What follows belongs to an exercise in optimizing a design on an open flow for small area; a production flow would make more cautious choices. In this exercise RTL edits were held to simulation tests only and were not proved equivalent to the original. Power is estimated from default activity; no workload was simulated.

--- flow/config.mk ---
export PLATFORM = sky130hd
export DESIGN_NAME = Register
export DESIGN_NICKNAME = Register
export VERILOG_FILES = /design/flow/design.v
export SDC_FILE = /design/flow/constraint.sdc
export NUM_CORES = 4
export LEC_CHECK = 0
export CAP_MARGIN = 10
export CORE_MARGIN = 2
export CORE_UTILIZATION = 65
export GPL_TIMING_DRIVEN = 0
export SLEW_MARGIN = 10
export SYNTH_HIERARCHICAL = 1
--- flow/flow/run.sh ---
#!/bin/bash
# Standard ORFS layout, changed in three places:
#  - synthesis buffers are removed at floorplan and port buffers are the
#    smallest buffer;
#  - after global placement, flow/size.tcl sizes the gates to their loads
#    (instead of leaving it all to repair_design's buffering);
#  - clock tree synthesis uses clkbuf_4 with small sink clusters and no
#    dummy loads.
set -euo pipefail
export REMOVE_ABC_BUFFERS=1
export BUFFER_PORTS_ARGS="-buffer_cell sky130_fd_sc_hd__buf_1"
export CTS_ARGS="-sink_clustering_enable -repair_clock_nets -dont_use_dummy_load -buf_list {sky130_fd_sc_hd__clkbuf_4} -sink_clustering_size 8 -sink_clustering_max_diameter 50"
export RESULTS=$PWD/orfs/results/sky130hd/Register/base
bash standard.sh $RESULTS/3_3_place_gp.odb > standard_place.log 2>&1
openroad -no_init -exit flow/size.tcl > size.log 2>&1
bash standard.sh > standard_finish.log 2>&1
--- flow/standard.sh ---
#!/bin/bash
# synth_recipe.tcl (not shown) runs the flow's synth.tcl, then flattens the netlist and writes it again
# the make line also repeats each setting of config.mk as NAME=value (left out here)
make -C /OpenROAD-flow-scripts/flow DESIGN_CONFIG=/design/flow/config.mk WORK_HOME=/design/flow/orfs CLKGATE_MAP_FILE= SYNTH_SCRIPT=/design/flow/synth_recipe.tcl "${@:-finish}"
--- flow/constraint.sdc ---
create_clock -name core_clock -period 5.0 [get_ports {Clock}]
set_input_delay 1.0000 -clock core_clock [delete_from_list [all_inputs] [get_ports {Clock}]]
set_output_delay 1.0000 -clock core_clock [all_outputs]
set_load 0.01 [all_outputs]
--- flow/flow/size_lib.tcl ---
# Resize combinational cells: first everything to the smallest cell of its
# family, then drivers up only as far as their nets' slew and capacitance
# need (caps.txt: each cell's output max_capacitance from the liberty file).
proc size_pass {target {capfrac 0.8}} {
  set capfile [file join [file dirname [info script]] caps.txt]
  if {[info exists ::size_capfile]} { set capfile $::size_capfile }
  set caplim [dict create]
  set f [open $capfile]
  foreach line [split [read $f] "\n"] {
    if {[llength $line] == 2} { dict set caplim [lindex $line 0] [lindex $line 1] }
  }
  close $f
  set lib [lindex [get_libs *] 0]
  set fam [dict create]
  foreach lc [get_lib_cells */*] {
    set n [get_name $lc]
    if {[regexp {^(sky130_fd_sc_hd__[a-z0-9]+)_([0-9]+)$} $n -> base sz]} {
      if {[string match "*lpflow*" $n] || [string match "*probe*" $n]} continue
      dict lappend fam $base [list $n [get_property $lc area] $sz]
    }
  }
  foreach base [dict keys $fam] {
    dict set fam $base [lsort -real -index 1 [lsort -integer -decreasing -index 2 [dict get $fam $base]]]
  }
  set insts {}
  foreach c [get_cells *] {
    set ref [get_property $c ref_name]
    if {![regexp {^(sky130_fd_sc_hd__[a-z0-9]+)_([0-9]+)$} $ref -> base sz]} continue
    if {[regexp {^sky130_fd_sc_hd__(df|edf|sdf|dl|tap|fill|decap|conb|clkbuf|clkinv)} $ref]} continue
    lappend insts [list $c $base]
  }
  set down 0
  foreach ib $insts {
    lassign $ib c base
    set small [lindex [dict get $fam $base] 0 0]
    if {[get_property $c ref_name] ne $small} { replace_cell $c $small; incr down }
  }
  puts "downsized $down"
  # replace_cell drops the parasitics of the nets it touches
  estimate_parasitics -placement
  for {set pass 0} {$pass < 3} {incr pass} {
    set up 0
    foreach ib $insts {
      lassign $ib c base
      set outs [get_pins -of_objects $c -filter "direction == output"]
      if {[llength $outs] == 0} continue
      set opts [dict get $fam $base]
      set ref [get_property $c ref_name]
      set i 0
      foreach o $opts { if {[lindex $o 0] eq $ref} break; incr i }
      while 1 {
        set worst 0
        set capok 1
        set ref [get_property $c ref_name]
        foreach o $outs {
          set net [get_nets -of_objects $o]
          if {[dict exists $caplim $ref]} {
            set cap [expr {[$net capacitance [sta::cmd_scene] max] * 1e12}]
            if {$cap > $capfrac * [dict get $caplim $ref]} { set capok 0 }
          }
          foreach p [get_pins -of_objects $net] {
            set s [get_property $p slew_max]
            if {$s > $worst} { set worst $s }
          }
        }
        if {($worst <= $target && $capok) || $i >= [llength $opts] - 1} break
        incr i
        replace_cell $c [lindex $opts $i 0]
        estimate_parasitics -placement
        incr up
      }
    }
    puts "pass $pass upsized $up"
    if {$up == 0} break
  }
}
--- flow/flow/size.tcl ---
# Gate sizing after global placement: every combinational cell to the
# smallest of its family, then drivers up until their nets' slew is in range.
set P $::env(FLOW_HOME)/platforms/sky130hd
set R $::env(RESULTS)
read_liberty $P/lib/sky130_fd_sc_hd__tt_025C_1v80.lib
read_db $R/3_3_place_gp.odb
read_sdc $R/2_floorplan.sdc
source $P/setRC.tcl
source [file dirname [info script]]/size_lib.tcl
estimate_parasitics -placement
report_design_area
size_pass 1.1
report_design_area
estimate_parasitics -placement
report_check_types -max_slew -max_capacitance -violators
write_db $R/3_3_place_gp.odb
--- flow/design.v ---
module Decoder(Selector, SelectorN, WriAdd, WriEn, Reset, Clock);
input [4:0] WriAdd;
input WriEn, Reset, Clock;
output [31:0] Selector, SelectorN;
reg       En;
reg [4:0] Add;
always @(posedge Clock)
begin
	En  <= WriEn;
	Add <= WriAdd;
end
wire [7:0] Hi = ({7'b0, En} << Add[4:2]) | {8{Reset}};
wire [3:0] Lo = ({3'b0, 1'b1} << Add[1:0]) | {4{Reset}};
OneHot Oh (Hi, Lo, Selector, SelectorN);
endmodule
module OneHot(Hi, Lo, Sel, SelN);
input [7:0] Hi;
input [3:0] Lo;
output [31:0] Sel, SelN;
genvar j, k;
generate
for (j = 0; j < 8; j = j + 1) begin : g_hi
	for (k = 0; k < 4; k = k + 1) begin : g_lo
		Nand2 a (Hi[j], Lo[k], SelN[4*j + k]);
		Inv d (SelN[4*j + k], Sel[4*j + k]);
	end
end
endgenerate
endmodule
module Nand2(A, B, Y);
input A, B;
output Y;
assign Y = ~(A & B);
endmodule
module Inv(A, Y);
input A;
output Y;
assign Y = ~A;
endmodule
module CompArchReg(R, DataI, Clock, EnWri, EnWriN);
input Clock, EnWri, EnWriN;
input [31:0] DataI;
output [31:0] R;
wire [31:0] D;
genvar b;
generate
for (b = 0; b < 32; b = b + 1) begin : g_bit
	AndOr22 ao (R[b], EnWriN, DataI[b], EnWri, D[b]);
end
endgenerate
Dff32 ff (D, R, Clock);
endmodule
module AndOr22(A1, A2, B1, B2, X);
input A1, A2, B1, B2;
output X;
assign X = A1 & A2 | B1 & B2;
endmodule
module Dff32(D, Q, Clock);
input [31:0] D;
input Clock;
output reg [31:0] Q;
always @(posedge Clock)
	Q <= D;
endmodule
module Multiplex(Rn, ReadAdd, Output, Clock);
input [1023:0] Rn;
input [4:0] ReadAdd;
input Clock;
output reg [31:0] Output;
wire [7:0] Hi = {7'b0, 1'b1} << ReadAdd[4:2];
wire [3:0] Lo = {3'b0, 1'b1} << ReadAdd[1:0];
wire [31:0] Sel;
wire [31:0] Out;
OneHot Oh (Hi, Lo, Sel, );
genvar b, i;
generate
for (b = 0; b < 32; b = b + 1) begin : g_bit
	wire [31:0] col;
	for (i = 0; i < 32; i = i + 1) begin : g_col
		assign col[i] = Rn[32*i + b];
	end
	MuxBit mb (col, Sel, Out[b]);
end
endgenerate
always @(posedge Clock)
	Output <= Out;
endmodule
module MuxBit(Dn, Sel, O);
input [31:0] Dn, Sel;
output O;
wire [10:0] n;
wire [2:0] m;
genvar g;
generate
for (g = 0; g < 10; g = g + 1) begin : g_grp
	AndOr3 ao (Dn[3*g +: 3], Sel[3*g +: 3], n[g]);
end
endgenerate
AndOr2 ao10 (Dn[31:30], Sel[31:30], n[10]);
Nand4 c0 (n[3:0], m[0]);
Nand4 c1 (n[7:4], m[1]);
Nand3 c2 (n[10:8], m[2]);
Nor3 c3 (m, O);
endmodule
module AndOr3(D, S, N);
input [2:0] D, S;
output N;
assign N = ~(D[0] & S[0] | D[1] & S[1] | D[2] & S[2]);
endmodule
module AndOr2(D, S, N);
input [1:0] D, S;
output N;
assign N = ~(D[0] & S[0] | D[1] & S[1]);
endmodule
module Nand4(A, Y);
input [3:0] A;
output Y;
assign Y = ~&A;
endmodule
module Nand3(A, Y);
input [2:0] A;
output Y;
assign Y = ~&A;
endmodule
module Nor3(A, Y);
input [2:0] A;
output Y;
assign Y = ~|A;
endmodule
module Register(Clock, Reset, EnWri, WriAdd, DataI, ReadA, ReadB, DataA, DataB);
input Clock, Reset, EnWri;
input [31:0] DataI;
input [4:0] WriAdd, ReadA, ReadB;
output [31:0] DataA, DataB;
wire [31:0] Selector, SelectorN;
wire [1023:0] Rn;
Decoder Dec (Selector, SelectorN, WriAdd, EnWri, Reset, Clock);
wire ResetN = ~Reset;
wire [31:0] DataN;
Nand2Vec Wd (DataI, ResetN, DataN);
genvar i;
generate
for (i = 0; i < 32; i = i + 1) begin : g_reg
	CompArchReg Reg (Rn[32*i +: 32], DataN, Clock, Selector[i], SelectorN[i]);
end
endgenerate
Multiplex MulA (Rn, ReadA, DataA, Clock);
Multiplex MulB (Rn, ReadB, DataB, Clock);
endmodule
module Nand2Vec(A, B, Y);
input [31:0] A;
input B;
output [31:0] Y;
assign Y = ~(A & {32{B}});
endmodule
--- flow/flow/caps.txt ---
sky130_fd_sc_hd__a2111o_1 0.175791
sky130_fd_sc_hd__a2111o_2 0.324107
sky130_fd_sc_hd__a2111o_4 0.535593
sky130_fd_sc_hd__a2111oi_0 0.021067
sky130_fd_sc_hd__a2111oi_1 0.031138
sky130_fd_sc_hd__a2111oi_2 0.056773
sky130_fd_sc_hd__a2111oi_4 0.105296
sky130_fd_sc_hd__a211o_1 0.176707
sky130_fd_sc_hd__a211o_2 0.325022
sky130_fd_sc_hd__a211o_4 0.559397
sky130_fd_sc_hd__a211oi_1 0.047617
sky130_fd_sc_hd__a211oi_2 0.088816
sky130_fd_sc_hd__a211oi_4 0.141917
sky130_fd_sc_hd__a21bo_1 0.183115
sky130_fd_sc_hd__a21bo_2 0.288401
sky130_fd_sc_hd__a21bo_4 0.475169
sky130_fd_sc_hd__a21boi_0 0.048533
sky130_fd_sc_hd__a21boi_1 0.075999
sky130_fd_sc_hd__a21boi_2 0.129099
sky130_fd_sc_hd__a21boi_4 0.215159
sky130_fd_sc_hd__a21o_1 0.177622
sky130_fd_sc_hd__a21o_2 0.309458
sky130_fd_sc_hd__a21o_4 0.568552
sky130_fd_sc_hd__a21oi_1 0.074168
sky130_fd_sc_hd__a21oi_2 0.128184
sky130_fd_sc_hd__a21oi_4 0.221568
sky130_fd_sc_hd__a221o_1 0.158396
sky130_fd_sc_hd__a221o_2 0.299387
sky130_fd_sc_hd__a221o_4 0.537424
sky130_fd_sc_hd__a221oi_1 0.054942
sky130_fd_sc_hd__a221oi_2 0.09614
sky130_fd_sc_hd__a221oi_4 0.166636
sky130_fd_sc_hd__a222oi_1 0.065928
sky130_fd_sc_hd__a22o_1 0.159312
sky130_fd_sc_hd__a22o_2 0.301218
sky130_fd_sc_hd__a22o_4 0.55665
sky130_fd_sc_hd__a22oi_1 0.088816
sky130_fd_sc_hd__a22oi_2 0.170298
sky130_fd_sc_hd__a22oi_4 0.293894
sky130_fd_sc_hd__a2bb2o_1 0.158396
sky130_fd_sc_hd__a2bb2o_2 0.300303
sky130_fd_sc_hd__a2bb2o_4 0.502634
sky130_fd_sc_hd__a2bb2oi_1 0.06959
sky130_fd_sc_hd__a2bb2oi_2 0.130015
sky130_fd_sc_hd__a2bb2oi_4 0.226145
sky130_fd_sc_hd__a311o_1 0.142832
sky130_fd_sc_hd__a311o_2 0.298472
sky130_fd_sc_hd__a311o_4 0.453196
sky130_fd_sc_hd__a311oi_1 0.043955
sky130_fd_sc_hd__a311oi_2 0.084238
sky130_fd_sc_hd__a311oi_4 0.133677
sky130_fd_sc_hd__a31o_1 0.160227
sky130_fd_sc_hd__a31o_2 0.271922
sky130_fd_sc_hd__a31o_4 0.498972
sky130_fd_sc_hd__a31oi_1 0.065928
sky130_fd_sc_hd__a31oi_2 0.118113
sky130_fd_sc_hd__a31oi_4 0.211497
sky130_fd_sc_hd__a32o_1 0.151072
sky130_fd_sc_hd__a32o_2 0.264597
sky130_fd_sc_hd__a32o_4 0.536509
sky130_fd_sc_hd__a32oi_1 0.085154
sky130_fd_sc_hd__a32oi_2 0.15565
sky130_fd_sc_hd__a32oi_4 0.25178
sky130_fd_sc_hd__a41o_1 0.16572
sky130_fd_sc_hd__a41o_2 0.325022
sky130_fd_sc_hd__a41o_4 0.560313
sky130_fd_sc_hd__a41oi_1 0.065928
sky130_fd_sc_hd__a41oi_2 0.124522
sky130_fd_sc_hd__a41oi_4 0.194102
sky130_fd_sc_hd__and2_0 0.108958
sky130_fd_sc_hd__and2_1 0.158396
sky130_fd_sc_hd__and2_2 0.303049
sky130_fd_sc_hd__and2_4 0.539255
sky130_fd_sc_hd__and2b_1 0.169383
sky130_fd_sc_hd__and2b_2 0.310374
sky130_fd_sc_hd__and2b_4 0.46876
sky130_fd_sc_hd__and3_1 0.157481
sky130_fd_sc_hd__and3_2 0.309458
sky130_fd_sc_hd__and3_4 0.532847
sky130_fd_sc_hd__and3b_1 0.157481
sky130_fd_sc_hd__and3b_2 0.309458
sky130_fd_sc_hd__and3b_4 0.46052
sky130_fd_sc_hd__and4_1 0.161143
sky130_fd_sc_hd__and4_2 0.300303
sky130_fd_sc_hd__and4_4 0.531931
sky130_fd_sc_hd__and4b_1 0.15565
sky130_fd_sc_hd__and4b_2 0.297556
sky130_fd_sc_hd__and4b_4 0.463267
sky130_fd_sc_hd__and4bb_1 0.156565
sky130_fd_sc_hd__and4bb_2 0.27009
sky130_fd_sc_hd__and4bb_4 0.461436
sky130_fd_sc_hd__buf_1 0.130015
sky130_fd_sc_hd__buf_12 5.0
sky130_fd_sc_hd__buf_16 5.0
sky130_fd_sc_hd__buf_2 0.315867
sky130_fd_sc_hd__buf_4 0.561228
sky130_fd_sc_hd__buf_6 0.785532
sky130_fd_sc_hd__buf_8 5.0
sky130_fd_sc_hd__bufbuf_16 1.49415
sky130_fd_sc_hd__bufbuf_8 0.941172
sky130_fd_sc_hd__bufinv_16 1.509714
sky130_fd_sc_hd__bufinv_8 0.942087
sky130_fd_sc_hd__clkbuf_1 0.130015
sky130_fd_sc_hd__clkbuf_16 1.531687
sky130_fd_sc_hd__clkbuf_2 0.281077
sky130_fd_sc_hd__clkbuf_4 0.517283
sky130_fd_sc_hd__clkbuf_8 0.909128
sky130_fd_sc_hd__clkdlybuf4s15_1 0.160227
sky130_fd_sc_hd__clkdlybuf4s15_2 0.280161
sky130_fd_sc_hd__clkdlybuf4s18_1 0.160227
sky130_fd_sc_hd__clkdlybuf4s18_2 0.297556
sky130_fd_sc_hd__clkdlybuf4s25_1 0.151987
sky130_fd_sc_hd__clkdlybuf4s25_2 0.298472
sky130_fd_sc_hd__clkdlybuf4s50_1 0.156565
sky130_fd_sc_hd__clkdlybuf4s50_2 0.292979
sky130_fd_sc_hd__clkinv_1 0.19044
sky130_fd_sc_hd__clkinv_16 2.348337
sky130_fd_sc_hd__clkinv_2 0.395518
sky130_fd_sc_hd__clkinv_4 0.782786
sky130_fd_sc_hd__clkinv_8 1.38154
sky130_fd_sc_hd__clkinvlp_2 0.154734
sky130_fd_sc_hd__clkinvlp_4 0.32136
sky130_fd_sc_hd__conb_1 1.9038
sky130_fd_sc_hd__dfbbn_1 0.153819
sky130_fd_sc_hd__dfbbn_2 0.288401
sky130_fd_sc_hd__dfbbp_1 0.153819
sky130_fd_sc_hd__dfrbp_1 0.16572
sky130_fd_sc_hd__dfrbp_2 0.253611
sky130_fd_sc_hd__dfrtn_1 0.174876
sky130_fd_sc_hd__dfrtp_1 0.174876
sky130_fd_sc_hd__dfrtp_2 0.322276
sky130_fd_sc_hd__dfrtp_4 0.551157
sky130_fd_sc_hd__dfsbp_1 0.166636
sky130_fd_sc_hd__dfsbp_2 0.311289
sky130_fd_sc_hd__dfstp_1 0.167551
sky130_fd_sc_hd__dfstp_2 0.311289
sky130_fd_sc_hd__dfstp_4 0.622568
sky130_fd_sc_hd__dfxbp_1 0.159312
sky130_fd_sc_hd__dfxbp_2 0.292063
sky130_fd_sc_hd__dfxtp_1 0.162058
sky130_fd_sc_hd__dfxtp_2 0.303049
sky130_fd_sc_hd__dfxtp_4 0.54658
sky130_fd_sc_hd__dlclkp_1 0.152903
sky130_fd_sc_hd__dlclkp_2 0.295725
sky130_fd_sc_hd__dlclkp_4 0.508128
sky130_fd_sc_hd__dlrbn_1 0.162058
sky130_fd_sc_hd__dlrbn_2 0.285654
sky130_fd_sc_hd__dlrbp_1 0.161143
sky130_fd_sc_hd__dlrbp_2 0.287486
sky130_fd_sc_hd__dlrtn_1 0.158396
sky130_fd_sc_hd__dlrtn_2 0.285654
sky130_fd_sc_hd__dlrtn_4 0.545664
sky130_fd_sc_hd__dlrtp_1 0.157481
sky130_fd_sc_hd__dlrtp_2 0.285654
sky130_fd_sc_hd__dlrtp_4 0.545664
sky130_fd_sc_hd__dlxbn_1 0.161143
sky130_fd_sc_hd__dlxbn_2 0.293894
sky130_fd_sc_hd__dlxbp_1 0.161143
sky130_fd_sc_hd__dlxtn_1 0.162058
sky130_fd_sc_hd__dlxtn_2 0.303965
sky130_fd_sc_hd__dlxtn_4 0.545664
sky130_fd_sc_hd__dlxtp_1 0.160227
sky130_fd_sc_hd__dlygate4sd1_1 0.159312
sky130_fd_sc_hd__dlygate4sd2_1 0.159312
sky130_fd_sc_hd__dlygate4sd3_1 0.154734
sky130_fd_sc_hd__dlymetal6s2s_1 0.157481
sky130_fd_sc_hd__dlymetal6s4s_1 0.156565
sky130_fd_sc_hd__dlymetal6s6s_1 0.160227
sky130_fd_sc_hd__ebufn_1 0.075999
sky130_fd_sc_hd__ebufn_2 0.125437
sky130_fd_sc_hd__ebufn_4 0.219736
sky130_fd_sc_hd__ebufn_8 0.380869
sky130_fd_sc_hd__edfxbp_1 0.168467
sky130_fd_sc_hd__edfxtp_1 0.171214
sky130_fd_sc_hd__einvn_0 0.050364
sky130_fd_sc_hd__einvn_1 0.074168
sky130_fd_sc_hd__einvn_2 0.128184
sky130_fd_sc_hd__einvn_4 0.244456
sky130_fd_sc_hd__einvn_8 0.411082
sky130_fd_sc_hd__einvp_1 0.076914
sky130_fd_sc_hd__einvp_2 0.135508
sky130_fd_sc_hd__einvp_4 0.236216
sky130_fd_sc_hd__einvp_8 0.403757
sky130_fd_sc_hd__fa_1 0.15565
sky130_fd_sc_hd__fa_2 0.288401
sky130_fd_sc_hd__fa_4 0.519114
sky130_fd_sc_hd__fah_1 0.161143
sky130_fd_sc_hd__fahcin_1 0.071421
sky130_fd_sc_hd__fahcon_1 0.068675
sky130_fd_sc_hd__ha_1 0.157481
sky130_fd_sc_hd__ha_2 0.295725
sky130_fd_sc_hd__ha_4 0.523691
sky130_fd_sc_hd__inv_1 0.181284
sky130_fd_sc_hd__inv_12 1.417246
sky130_fd_sc_hd__inv_16 1.681833
sky130_fd_sc_hd__inv_2 0.331431
sky130_fd_sc_hd__inv_4 0.563059
sky130_fd_sc_hd__inv_6 0.782786
sky130_fd_sc_hd__inv_8 1.035471
sky130_fd_sc_hd__lpflow_clkbufkapwr_1 0.13093
sky130_fd_sc_hd__lpflow_clkbufkapwr_16 1.742258
sky130_fd_sc_hd__lpflow_clkbufkapwr_2 0.281992
sky130_fd_sc_hd__lpflow_clkbufkapwr_4 0.52186
sky130_fd_sc_hd__lpflow_clkbufkapwr_8 0.950327
sky130_fd_sc_hd__lpflow_clkinvkapwr_1 0.191355
sky130_fd_sc_hd__lpflow_clkinvkapwr_16 2.351084
sky130_fd_sc_hd__lpflow_clkinvkapwr_2 0.395518
sky130_fd_sc_hd__lpflow_clkinvkapwr_4 0.784617
sky130_fd_sc_hd__lpflow_clkinvkapwr_8 1.42457
sky130_fd_sc_hd__lpflow_inputiso0n_1 0.158396
sky130_fd_sc_hd__lpflow_inputiso0p_1 0.169383
sky130_fd_sc_hd__lpflow_inputiso1n_1 0.169383
sky130_fd_sc_hd__lpflow_inputiso1p_1 0.164805
sky130_fd_sc_hd__lpflow_inputisolatch_1 0.162058
sky130_fd_sc_hd__lpflow_isobufsrc_1 0.082407
sky130_fd_sc_hd__lpflow_isobufsrc_16 0.576792
sky130_fd_sc_hd__lpflow_isobufsrc_2 0.142832
sky130_fd_sc_hd__lpflow_isobufsrc_4 0.254527
sky130_fd_sc_hd__lpflow_isobufsrc_8 0.420237
sky130_fd_sc_hd__lpflow_isobufsrckapwr_16 1.71937
sky130_fd_sc_hd__lpflow_lsbuf_lh_hl_isowell_tap_1 0.128184
sky130_fd_sc_hd__lpflow_lsbuf_lh_hl_isowell_tap_2 0.301218
sky130_fd_sc_hd__lpflow_lsbuf_lh_hl_isowell_tap_4 0.549326
sky130_fd_sc_hd__lpflow_lsbuf_lh_isowell_4 0.549326
sky130_fd_sc_hd__lpflow_lsbuf_lh_isowell_tap_1 0.128184
sky130_fd_sc_hd__lpflow_lsbuf_lh_isowell_tap_2 0.301218
sky130_fd_sc_hd__lpflow_lsbuf_lh_isowell_tap_4 0.549326
sky130_fd_sc_hd__macro_sparecell 1.8948
sky130_fd_sc_hd__maj3_1 0.15565
sky130_fd_sc_hd__maj3_2 0.30488
sky130_fd_sc_hd__maj3_4 0.534678
sky130_fd_sc_hd__mux2_1 0.173045
sky130_fd_sc_hd__mux2_2 0.297556
sky130_fd_sc_hd__mux2_4 0.536509
sky130_fd_sc_hd__mux2_8 0.931101
sky130_fd_sc_hd__mux2i_1 0.068675
sky130_fd_sc_hd__mux2i_2 0.108042
sky130_fd_sc_hd__mux2i_4 0.19044
sky130_fd_sc_hd__mux4_1 0.161143
sky130_fd_sc_hd__mux4_2 0.301218
sky130_fd_sc_hd__mux4_4 0.548411
sky130_fd_sc_hd__nand2_1 0.166636
sky130_fd_sc_hd__nand2_2 0.295725
sky130_fd_sc_hd__nand2_4 0.5301
sky130_fd_sc_hd__nand2_8 0.933848
sky130_fd_sc_hd__nand2b_1 0.150156
sky130_fd_sc_hd__nand2b_2 0.285654
sky130_fd_sc_hd__nand2b_4 0.52186
sky130_fd_sc_hd__nand3_1 0.146494
sky130_fd_sc_hd__nand3_2 0.26002
sky130_fd_sc_hd__nand3_4 0.469675
sky130_fd_sc_hd__nand3b_1 0.143748
sky130_fd_sc_hd__nand3b_2 0.263682
sky130_fd_sc_hd__nand3b_4 0.479746
sky130_fd_sc_hd__nand4_1 0.124522
sky130_fd_sc_hd__nand4_2 0.20051
sky130_fd_sc_hd__nand4_4 0.357981
sky130_fd_sc_hd__nand4b_1 0.124522
sky130_fd_sc_hd__nand4b_2 0.20051
sky130_fd_sc_hd__nand4b_4 0.36439
sky130_fd_sc_hd__nand4bb_1 0.123606
sky130_fd_sc_hd__nand4bb_2 0.20051
sky130_fd_sc_hd__nand4bb_4 0.35615
sky130_fd_sc_hd__nor2_1 0.08607
sky130_fd_sc_hd__nor2_2 0.141917
sky130_fd_sc_hd__nor2_4 0.25178
sky130_fd_sc_hd__nor2_8 0.433054
sky130_fd_sc_hd__nor2b_1 0.082407
sky130_fd_sc_hd__nor2b_2 0.142832
sky130_fd_sc_hd__nor2b_4 0.254527
sky130_fd_sc_hd__nor3_1 0.052195
sky130_fd_sc_hd__nor3_2 0.092478
sky130_fd_sc_hd__nor3_4 0.153819
sky130_fd_sc_hd__nor3b_1 0.049448
sky130_fd_sc_hd__nor3b_2 0.093394
sky130_fd_sc_hd__nor3b_4 0.146494
sky130_fd_sc_hd__nor4_1 0.036631
sky130_fd_sc_hd__nor4_2 0.064097
sky130_fd_sc_hd__nor4_4 0.11262
sky130_fd_sc_hd__nor4b_1 0.033884
sky130_fd_sc_hd__nor4b_2 0.065012
sky130_fd_sc_hd__nor4b_4 0.113535
sky130_fd_sc_hd__nor4bb_1 0.036631
sky130_fd_sc_hd__nor4bb_2 0.060435
sky130_fd_sc_hd__nor4bb_4 0.111704
sky130_fd_sc_hd__o2111a_1 0.161143
sky130_fd_sc_hd__o2111a_2 0.299387
sky130_fd_sc_hd__o2111a_4 0.551157
sky130_fd_sc_hd__o2111ai_1 0.071421
sky130_fd_sc_hd__o2111ai_2 0.129099
sky130_fd_sc_hd__o2111ai_4 0.215159
sky130_fd_sc_hd__o211a_1 0.183115
sky130_fd_sc_hd__o211a_2 0.268259
sky130_fd_sc_hd__o211a_4 0.509043
sky130_fd_sc_hd__o211ai_1 0.074168
sky130_fd_sc_hd__o211ai_2 0.133677
sky130_fd_sc_hd__o211ai_4 0.215159
sky130_fd_sc_hd__o21a_1 0.162974
sky130_fd_sc_hd__o21a_2 0.29481
sky130_fd_sc_hd__o21a_4 0.509959
sky130_fd_sc_hd__o21ai_0 0.050364
sky130_fd_sc_hd__o21ai_1 0.080576
sky130_fd_sc_hd__o21ai_2 0.13917
sky130_fd_sc_hd__o21ai_4 0.224314
sky130_fd_sc_hd__o21ba_1 0.156565
sky130_fd_sc_hd__o21ba_2 0.264597
sky130_fd_sc_hd__o21ba_4 0.45228
sky130_fd_sc_hd__o21bai_1 0.07783
sky130_fd_sc_hd__o21bai_2 0.140086
sky130_fd_sc_hd__o21bai_4 0.245371
sky130_fd_sc_hd__o221a_1 0.152903
sky130_fd_sc_hd__o221a_2 0.281077
sky130_fd_sc_hd__o221a_4 0.487986
sky130_fd_sc_hd__o221ai_1 0.070506
sky130_fd_sc_hd__o221ai_2 0.128184
sky130_fd_sc_hd__o221ai_4 0.216074
sky130_fd_sc_hd__o22a_1 0.162058
sky130_fd_sc_hd__o22a_2 0.30488
sky130_fd_sc_hd__o22a_4 0.5301
sky130_fd_sc_hd__o22ai_1 0.073252
sky130_fd_sc_hd__o22ai_2 0.137339
sky130_fd_sc_hd__o22ai_4 0.21699
sky130_fd_sc_hd__o2bb2a_1 0.156565
sky130_fd_sc_hd__o2bb2a_2 0.29481
sky130_fd_sc_hd__o2bb2a_4 0.497141
sky130_fd_sc_hd__o2bb2ai_1 0.075999
sky130_fd_sc_hd__o2bb2ai_2 0.134592
sky130_fd_sc_hd__o2bb2ai_4 0.246287
sky130_fd_sc_hd__o311a_1 0.15565
sky130_fd_sc_hd__o311a_2 0.293894
sky130_fd_sc_hd__o311a_4 0.539255
sky130_fd_sc_hd__o311ai_0 0.029307
sky130_fd_sc_hd__o311ai_1 0.045786
sky130_fd_sc_hd__o311ai_2 0.082407
sky130_fd_sc_hd__o311ai_4 0.142832
sky130_fd_sc_hd__o31a_1 0.149241
sky130_fd_sc_hd__o31a_2 0.285654
sky130_fd_sc_hd__o31a_4 0.544749
sky130_fd_sc_hd__o31ai_1 0.047617
sky130_fd_sc_hd__o31ai_2 0.080576
sky130_fd_sc_hd__o31ai_4 0.144663
sky130_fd_sc_hd__o32a_1 0.150156
sky130_fd_sc_hd__o32a_2 0.300303
sky130_fd_sc_hd__o32a_4 0.55665
sky130_fd_sc_hd__o32ai_1 0.046702
sky130_fd_sc_hd__o32ai_2 0.088816
sky130_fd_sc_hd__o32ai_4 0.153819
sky130_fd_sc_hd__o41a_1 0.14741
sky130_fd_sc_hd__o41a_2 0.305796
sky130_fd_sc_hd__o41a_4 0.544749
sky130_fd_sc_hd__o41ai_1 0.033884
sky130_fd_sc_hd__o41ai_2 0.062266
sky130_fd_sc_hd__o41ai_4 0.108958
sky130_fd_sc_hd__or2_0 0.100718
sky130_fd_sc_hd__or2_1 0.164805
sky130_fd_sc_hd__or2_2 0.299387
sky130_fd_sc_hd__or2_4 0.514536
sky130_fd_sc_hd__or2b_1 0.169383
sky130_fd_sc_hd__or2b_2 0.312205
sky130_fd_sc_hd__or2b_4 0.515452
sky130_fd_sc_hd__or3_1 0.167551
sky130_fd_sc_hd__or3_2 0.310374
sky130_fd_sc_hd__or3_4 0.531931
sky130_fd_sc_hd__or3b_1 0.167551
sky130_fd_sc_hd__or3b_2 0.269175
sky130_fd_sc_hd__or3b_4 0.469675
sky130_fd_sc_hd__or4_1 0.167551
sky130_fd_sc_hd__or4_2 0.310374
sky130_fd_sc_hd__or4_4 0.534678
sky130_fd_sc_hd__or4b_1 0.167551
sky130_fd_sc_hd__or4b_2 0.265513
sky130_fd_sc_hd__or4b_4 0.533762
sky130_fd_sc_hd__or4bb_1 0.167551
sky130_fd_sc_hd__or4bb_2 0.312205
sky130_fd_sc_hd__or4bb_4 0.532847
sky130_fd_sc_hd__probe_p_8 0.954905
sky130_fd_sc_hd__probec_p_8 0.952158
sky130_fd_sc_hd__sdfbbn_1 0.153819
sky130_fd_sc_hd__sdfbbn_2 0.291148
sky130_fd_sc_hd__sdfbbp_1 0.153819
sky130_fd_sc_hd__sdfrbp_1 0.130015
sky130_fd_sc_hd__sdfrbp_2 0.253611
sky130_fd_sc_hd__sdfrtn_1 0.1822
sky130_fd_sc_hd__sdfrtp_1 0.183115
sky130_fd_sc_hd__sdfrtp_2 0.328684
sky130_fd_sc_hd__sdfrtp_4 0.58137
sky130_fd_sc_hd__sdfsbp_1 0.168467
sky130_fd_sc_hd__sdfsbp_2 0.309458
sky130_fd_sc_hd__sdfstp_1 0.167551
sky130_fd_sc_hd__sdfstp_2 0.315867
sky130_fd_sc_hd__sdfstp_4 0.554819
sky130_fd_sc_hd__sdfxbp_1 0.159312
sky130_fd_sc_hd__sdfxbp_2 0.290232
sky130_fd_sc_hd__sdfxtp_1 0.162974
sky130_fd_sc_hd__sdfxtp_2 0.308543
sky130_fd_sc_hd__sdfxtp_4 0.539255
sky130_fd_sc_hd__sdlclkp_1 0.154734
sky130_fd_sc_hd__sdlclkp_2 0.301218
sky130_fd_sc_hd__sdlclkp_4 0.532847
sky130_fd_sc_hd__sedfxbp_1 0.168467
sky130_fd_sc_hd__sedfxbp_2 0.301218
sky130_fd_sc_hd__sedfxtp_1 0.171214
sky130_fd_sc_hd__sedfxtp_2 0.315867
sky130_fd_sc_hd__sedfxtp_4 0.560313
sky130_fd_sc_hd__xnor2_1 0.06959
sky130_fd_sc_hd__xnor2_2 0.121775
sky130_fd_sc_hd__xnor2_4 0.211497
sky130_fd_sc_hd__xnor3_1 0.154734
sky130_fd_sc_hd__xnor3_2 0.301218
sky130_fd_sc_hd__xnor3_4 0.554819
sky130_fd_sc_hd__xor2_1 0.076914
sky130_fd_sc_hd__xor2_2 0.130015
sky130_fd_sc_hd__xor2_4 0.219736
sky130_fd_sc_hd__xor3_1 0.151072
sky130_fd_sc_hd__xor3_2 0.285654
sky130_fd_sc_hd__xor3_4 0.506296
==> results of run 1 <==
==> critical path, delay by kind of cell, from the launching register on <==
kind | cells | cell delay (ps)
AND/OR/NAND/NOR | 1 | 1060
AO/OA/AOI/OAI | 2 | 1110
flip-flops | 1 | 640
buffers and inverters | 2 | 1320
==> per-layer routing <==
layer,wire length (microns),global-route usage [%],vias to the layer above
li1,-,-,15790
met2,72590,73.79,4962
met4,17710,41.50,19
met1,61680,66.12,19740
met5,347,3.083,-
met3,37200,31.29,1335
==> what timing repair did <==
action                                  in CTS  in global routing
hold buffers                                 6                  0
hold endpoints to repair                     6                  0
endpoints found under the setup margin       0                  0
==> sequential cells by signal, summed over array words and instances, names as in the netlist <==
name	flops
Dec.Add	5
g.Reg.ff.Q	1024
MulB.Output	32
MulA.Output	32
Dec.En	1
==> power breakdown <==
group | internal, mW | switching [mW] | leakage (nW)
logic | 1.25 | 1.96 | 7.36
clock network | 1.43 | 3.04 | 0.718
registers | 10.1 | 1.12 | 9.23
==> metrics by stage <==
stage	instances	setup TNS (ps)	total power [mW]
after floorplan	3344	0	13.04
after CTS	4465	0	18.42
after global placement	4303	-30300	14.16
final	4481	0	18.94
after global routing	4472	0	19.25
after detailed placement	4303	0	14.29
==> kinds of logic after synthesis <==
group / Yosys count / share of synthesized area, %
buf+inv: 104 / 1.009
simple gates: 410 / 5.934
flops: 1094 / 53.38
compound gates: 1740 / 39.68
==> area by class of cell <==
| type | count | share of cell area, % |
|---|---|---|
| sequential | 1094 | 50.63 |
| multi-input combinational | 2150 | 42.14 |
| clock buffer | 156 | 2.707 |
| tap | 846 | 2.447 |
| timing repair buffer | 119 | 1.119 |
| inverter | 100 | 0.8677 |
| antenna | 16 | 0.09255 |
==> modules after synthesis, one instance, submodules excluded, excerpt <==
| module | cells | flip-flops and latches | copies in the design |
|---|---|---|---|
| AndOr22 | 1 | 0 | 1024 |
| Inv | 1 | 0 | 96 |
| AndOr3 | 1 | 0 | 640 |
| Nand4 | 1 | 0 | 128 |
| Nor3 | 1 | 0 | 64 |
| AndOr2 | 1 | 0 | 64 |
| Nand2 | 1 | 0 | 96 |
| Nand3 | 1 | 0 | 64 |
| Dff32 | 32 | 32 | 32 |
| Register | 1 | 0 | 1 |
| Nand2Vec | 35 | 0 | 1 |
==> how the worst max path moves through the flow <==
stage,startpoint,to,slack [ps]
finish,Dec.Add[1]$_DFF_P_,g_reg[10].Reg.ff.Q[0]$_DFF_P_,720
global route,Dec.Add[1]$_DFF_P_,g_reg[10].Reg.ff.Q[0]$_DFF_P_,940
CTS,Dec.Add[1]$_DFF_P_,g_reg[10].Reg.ff.Q[0]$_DFF_P_,1310
detailed placement,Reset,g_reg[10].Reg.ff.Q[20]$_DFF_P_,710
global placement,Reset,g_reg[12].Reg.ff.Q[13]$_DFF_P_,-310
floorplan,Reset,g_reg[12].Reg.ff.Q[0]$_DFF_P_,2270
==> synthesized netlist by cell type (all sizes together), types with 4 or more instances <==
library cell | n | area [sq um]
nor3b | 6 | 45.04
nand3 | 64 | 320.3
buf | 4 | 38.78
nand2 | 128 | 480.5
and3b | 6 | 60.06
a22o | 1024 | 8969
inv | 100 | 375.4
nor3 | 66 | 650.6
nor2b | 5 | 38.78
nand4 | 128 | 800.8
a22oi | 64 | 800.8
a222oi | 640 | 6406
dfxtp | 1094 | 21900
a31o | 4 | 35.04
==> out/metrics.yaml, run 1 <==
outcome: "no timing/DRC/antenna violations"
fill_cells: 4732
cts_tree: "done"
placed_cell_area_sq_um: 41990
cts_root_buf: "clkbuf_4"
max_stage_delay_ps: 1250
required_ps: 6000
fin_area_sq_um: 43260
clk_pin_slew_ps: 100
hold-path-cell-count: 2
drive_gt1_share_pct: 8.953
flow.area_growth_from_synthesis_pct: 5.431
hp-class: "primary input to flip-flop"
core-area_sq_um: 62740
period_share_pct: 85.61
gp_congestion: 1.020
ir_drop_mv: 0.2753
post-place-ws_ps: 711.7
initial_core_util_pct: 65.40
antenna_found_initial: 17
yosys_warnings: 9
arrival_ps: 5280
ys_async_sr_fraction_pct: 0
worst_pin_slew_ps: 1309
cpMostUsedCell: "inv_2"
synthCells: 3348
routed_via_density: 9.339
routed_wl_microns: 189500
reg2reg_depth: 5
worstHoldStart: "WriAdd[2]"
grt-ovfl-total: 0
final_common_cell: "dfxtp_1"
ys.flop_type: "dfxtp_1"
yosys.cell_types.count: 26
regArea_sq_um: 21900
reg2reg_from: "Dec.Add[1]$_DFF_P_"
hold_end: "Dec.Add[2]$_DFF_P_"
finalSetupViolCount: 0
crit_type: "flip-flop to flip-flop"
fin_worst_skew_ps: 78.79
synth-edff-count: 0
endpoint_kind: "flip-flop"
post_cts_buffers: 0
tritoncts.num_buffers: 156
initialDrtViolationCount: 14080
numClockSinks: 1094
timing.rr.end: "g_reg[10].Reg.ff.Q[0]$_DFF_P_"
fin_hold_ws_ps: 511.2
fp.dieW_microns: 255.3
relSlewSlack_pct: 12.40
cp-start-kind: "flip-flop"
yosysSeqAreaShare_pct: 53.38
critPathSlowestCell: "inv_2"
cts-resized-gates: 0
crit_chain: "inv_2 -> o21bai_1 -> nand2_2 -> inv_2 -> a22o_1"
cts_buffer_depth: 3
r2r_slack_ps: 720
grt_pass1_wl_microns: 262700
num-nets-final: 3671
io_pins: 114
dieArea_sq_um: 65150
rsz0062_at_grt: "no"
cts-htree-levels: 4
grt_use_total_pct: 55.63
dr.pass1.iters: 17
rows: 92
wl_per_cell_microns: 42.30
die_y_microns: 255.3
hold_viol: 0
via_count: 41850
fin_util_pct: 68.96
powerDensity_nw_per_um2: 437.8
ant_nets: 0
dp_hpwl_microns: 97090
clkLatencyLatePin_ps: 1140
crit_fanout: 33
io_buffers: 113
multi_input_area_sq_um: 18230
grt_max_degree: 34
max_freq_mhz: 233.6
synth_seq_cells: 1094
layout_common_cells: "dfxtp_1, a22o_1, a222oi_1"
fin_crit_ps: 4280
max_cap_violations: 0
grt_pass1_vias: 39090
setup_slack_ps: 719.6
p_leak_nw: 17.31
avgSynthCellArea_sq_um: 12.26
drv_slew: 0
drc: 0
netlist_area_sq_um: 41030
==> inputs of run 2 (changes only) <==
--- a/flow/config.mk
+++ b/flow/config.mk
@@ -7,7 +7,7 @@
 export LEC_CHECK = 0
 export CAP_MARGIN = 10
 export CORE_MARGIN = 2
-export CORE_UTILIZATION = 65
+export CORE_UTILIZATION = 45
 export GPL_TIMING_DRIVEN = 0
 export SLEW_MARGIN = 10
 export SYNTH_HIERARCHICAL = 1
==> run 2 against run 1 <==
Wire length grew 4.4%; register-to-register slack gained 50 ps; critical path type unchanged; synthesized cell count is the same; area after synthesis is the same; power is essentially flat; still clean; first-iteration DRC count shrank 22%.
==> out/metrics.yaml, run 2 <==
multi_input_area_sq_um: 18220
p_switching_mw: 6.116
synthCells: 3348
dieArea_sq_um: 93610
tritoncts.num_buffers: 157
crit_type: "flip-flop to flip-flop"
synth_most_common_cell: "dfxtp_1"
clkLatencyLatePin_ps: 1120
max_freq_mhz: 236.3
routed_via_density: 8.360
avgSynthCellArea_sq_um: 12.26
required_ps: 6010
endpoint_kind: "flip-flop"
ant_nets: 0
io_buffers: 113
hp-class: "primary input to flip-flop"
cts_buffer_depth: 3
numClockSinks: 1094
layout_common_cells: "dfxtp_1, a22o_1, a222oi_1"
fin_hold_ws_ps: 506.3
netlist_top_cells_area: "dfxtp_1, a22o_1, a222oi_1"
layout.cells.non_filler: 4803
fin_worst_skew_ps: 105.2
grt_pass1_wl_microns: 272800
yosysSeqAreaShare_pct: 53.38
p_seq_share_pct: 59.3
cts_root_buf: "clkbuf_4"
fin_area_sq_um: 43650
synth_seq_cells: 1094
setup_slack_ps: 767.8
placed_cell_area_sq_um: 42390
cpMostUsedCell: "inv_2"
hold_viol: 0
flow.area_growth_from_synthesis_pct: 6.376
top_register: "g.Reg.ff.Q"
drv_slew: 0
ys_async_sr_fraction_pct: 0
crit_fanout: 33
die_y_microns: 306.0
netlist_area_sq_um: 41030
critPathSlowestCell: "inv_2"
routed_wl_microns: 197900
wl_per_cell_microns: 41.21
ys.flop_type: "dfxtp_1"
cp_top_family: "buffers and inverters"
initial_core_util_pct: 45.52
reg2reg_from: "Dec.Add[1]$_DFF_P_"
largest_reg_flops: 1024
rsz0062_at_grt: "no"
switching_share_pct: 32.28
gp_congestion: 0.9370
period_share_pct: 84.64
finalSetupViolCount: 0
worst-path-stages: 5
rows: 110
yosys.area.top_type: "dfxtp_1"
num-nets-final: 3672
dp_hpwl_microns: 103000
cp-start-kind: "flip-flop"
internal_power_mw: 12.83
synth_top_family_by_area: "compound AO/OA/AOI/OAI gates"
dpl.cell_count: 4633
critPathBufInv: 2
powerDensity_nw_per_um2: 434.0
ir_drop_mv: 0.2501
via_count: 40150
timing.rr.end: "g_reg[6].Reg.ff.Q[1]$_DFF_P_"
max_stage_delay_ps: 1180
synth-edff-count: 0
drc: 0
synthXorXnorAreaFrac_pct: 0
core-area_sq_um: 90150
synth_top_area_share_pct: 53.38
p_leak_nw: 17.31
reg2reg_depth: 5
grt_pass1_vias: 38820
synth_commonest_cells: "dfxtp_1, a22o_1, a222oi_1"
yosys_warnings: 9
clk_pin_slew_ps: 90
io_pins: 114
worstHoldStart: "EnWri"
crit_chain: "inv_2 -> o21bai_1 -> nand2_2 -> inv_2 -> a22o_1"
relSlewSlack_pct: 14.92
synth_simple_gate_area_share_pct: 5.934
cts-htree-levels: 4
reg.largest.list: "g.Reg.ff.Q (1024), MulA.Output (32), MulB.Output (32)"
p_clk_share_pct: 23.9
max_cap_violations: 0
crit_start: "Dec.Add[1]$_DFF_P_"
fill_cells: 8042
tns_ps: 0
crit_path_end: "g_reg[6].Reg.ff.Q[1]$_DFF_P_"
synthAdderAreaFrac_pct: 0
muxShareOfSynthArea_pct: 0
outcome: "no timing/DRC/antenna violations"
synth-compound-area-share_pct: 39.68
antenna_found_initial: 14
p_comb_share_pct: 16.8
cts_tree: "done"
post_cts_buffers: 0
post-place-ws_ps: 632.3
arrival_ps: 5250
fin_crit_ps: 4232
dr.pass1.iters: 22
final_common_cell: "dfxtp_1"
worst_pin_slew_ps: 1272
grt_max_degree: 34
grt-ovfl-total: 0
regArea_sq_um: 21900
yosys.cell_types.count: 26
drive_gt1_share_pct: 8.978
initialDrtViolationCount: 10950
fp.dieW_microns: 306.0
r2r_slack_ps: 770
grt_use_total_pct: 39.93
-- run 2: metrics by stage --
stage	util, %	power (mW)
after global placement	47.58	14.24
after floorplan	-	13.04
final	48.42	18.94
after CTS	48.40	18.63
after detailed placement	47.02	14.35
after global routing	48.41	19.39
-- run 2: worst min path at each step --
stage,cells past startpoint,to
2_1_floorplan,1,g_reg[0].Reg.ff.Q[0]$_DFF_P_
3_3_place_gp,1,g_reg[15].Reg.ff.Q[14]$_DFF_P_
3_5_place_dp,1,g_reg[12].Reg.ff.Q[30]$_DFF_P_
4_1_cts,2,Dec.En$_DFF_P_
5_1_grt,2,Dec.Add[2]$_DFF_P_
6_report,2,Dec.En$_DFF_P_
-- run 2: what timing repair did --
| action | in CTS | in global routing |
|---|---|---|
| resized for setup | 0 | 0 |
| hold buffers | 6 | 0 |
| endpoints found under the hold margin | 6 | 0 |
-- run 2: cell type report --
class,count,share of cell area [%]
Antenna cell,7,0.04013
Clock buffer,157,2.700
Inverter,100,0.8600
Multi-Input combinational cell,2150,41.74
Sequential cell,1094,50.18
Tap cell,1176,3.371
Timing Repair Buffer,119,1.109
-- run 2: logic make-up (layout without fill, tap and decap cells) --
group | count (synthesis) | count (layout)
buf+inv | 104 | 376
flops | 1094 | 1094
compound gates | 1740 | 1740
simple gates | 410 | 410
other cells | 0 | 7
-- run 2: layer usage --
metal | GRT usage [%] | vias up | wire [microns]
met1 | 48.50 | 19570 | 70840
li1 | - | 15770 | -
met2 | 57.05 | 3961 | 81480
met4 | 28.49 | 12 | 14710
met5 | 0.4651 | - | 76
met3 | 16.24 | 838 | 30800
-- run 2: power by group through the flow --
stage                     clock network, mW  registers [mW]  logic (mW)
after detailed placement                  0            11.3        3.01
after CTS                              4.47            11.2        3.01
after floorplan                           0            11.2        1.86
final                                  4.52            11.2        3.19
after global routing                   4.80            11.4        3.24
after global placement                    0            11.2        3.01
-- run 2: Yosys stat by module, one instance, submodules excluded, a selection --
module     times used  cells inside  flip-flops and latches  area (sq um)
Nor3               64             1                       0         10.01
Nand3              64             1                       0         5.005
Inv                96             1                       0         3.754
AndOr22          1024             1                       0         8.758
Nand2Vec            1            35                       0         153.9
AndOr2             64             1                       0         12.51
Register            1             1                       0         3.754
Nand4             128             1                       0         6.256
AndOr3            640             1                       0         10.01
Multiplex           2            44                      32         728.2
Decoder             1            24                       6         260.2
Nand2              96             1                       0         3.754
Dff32              32            32                      32         640.6

[what the ideal ports hide]
The flow's constraints put no driver on any port. The routed layouts listed below were extracted and timed again, unchanged, in two steps. Step 1 assumes that a clkbuf_16 drives the clock port and a buf_2 every other input. Step 2 also shifts input and output timing later by t, the mid clock arrival at the registers, as if the neighbouring blocks saw the same clock. Three values: ideal, step 1, step 2; two values: the first two.
run | t, ns | slack for setup (ns) | worst setup path after step 2 | clock arrival spread, ns
run 1 | 1.172 | 0.720 / 0.720 / 0.223 | input to register | 0.088 / 0.088
run 2 | 1.143 | 0.768 / 0.768 / 0.157 | input to register | 0.112 / 0.113
After both steps every run listed still meets setup and hold. The setup slack of run 2, which loses most, moves by 0.000 ns with the drivers and by -0.611 ns with both steps.
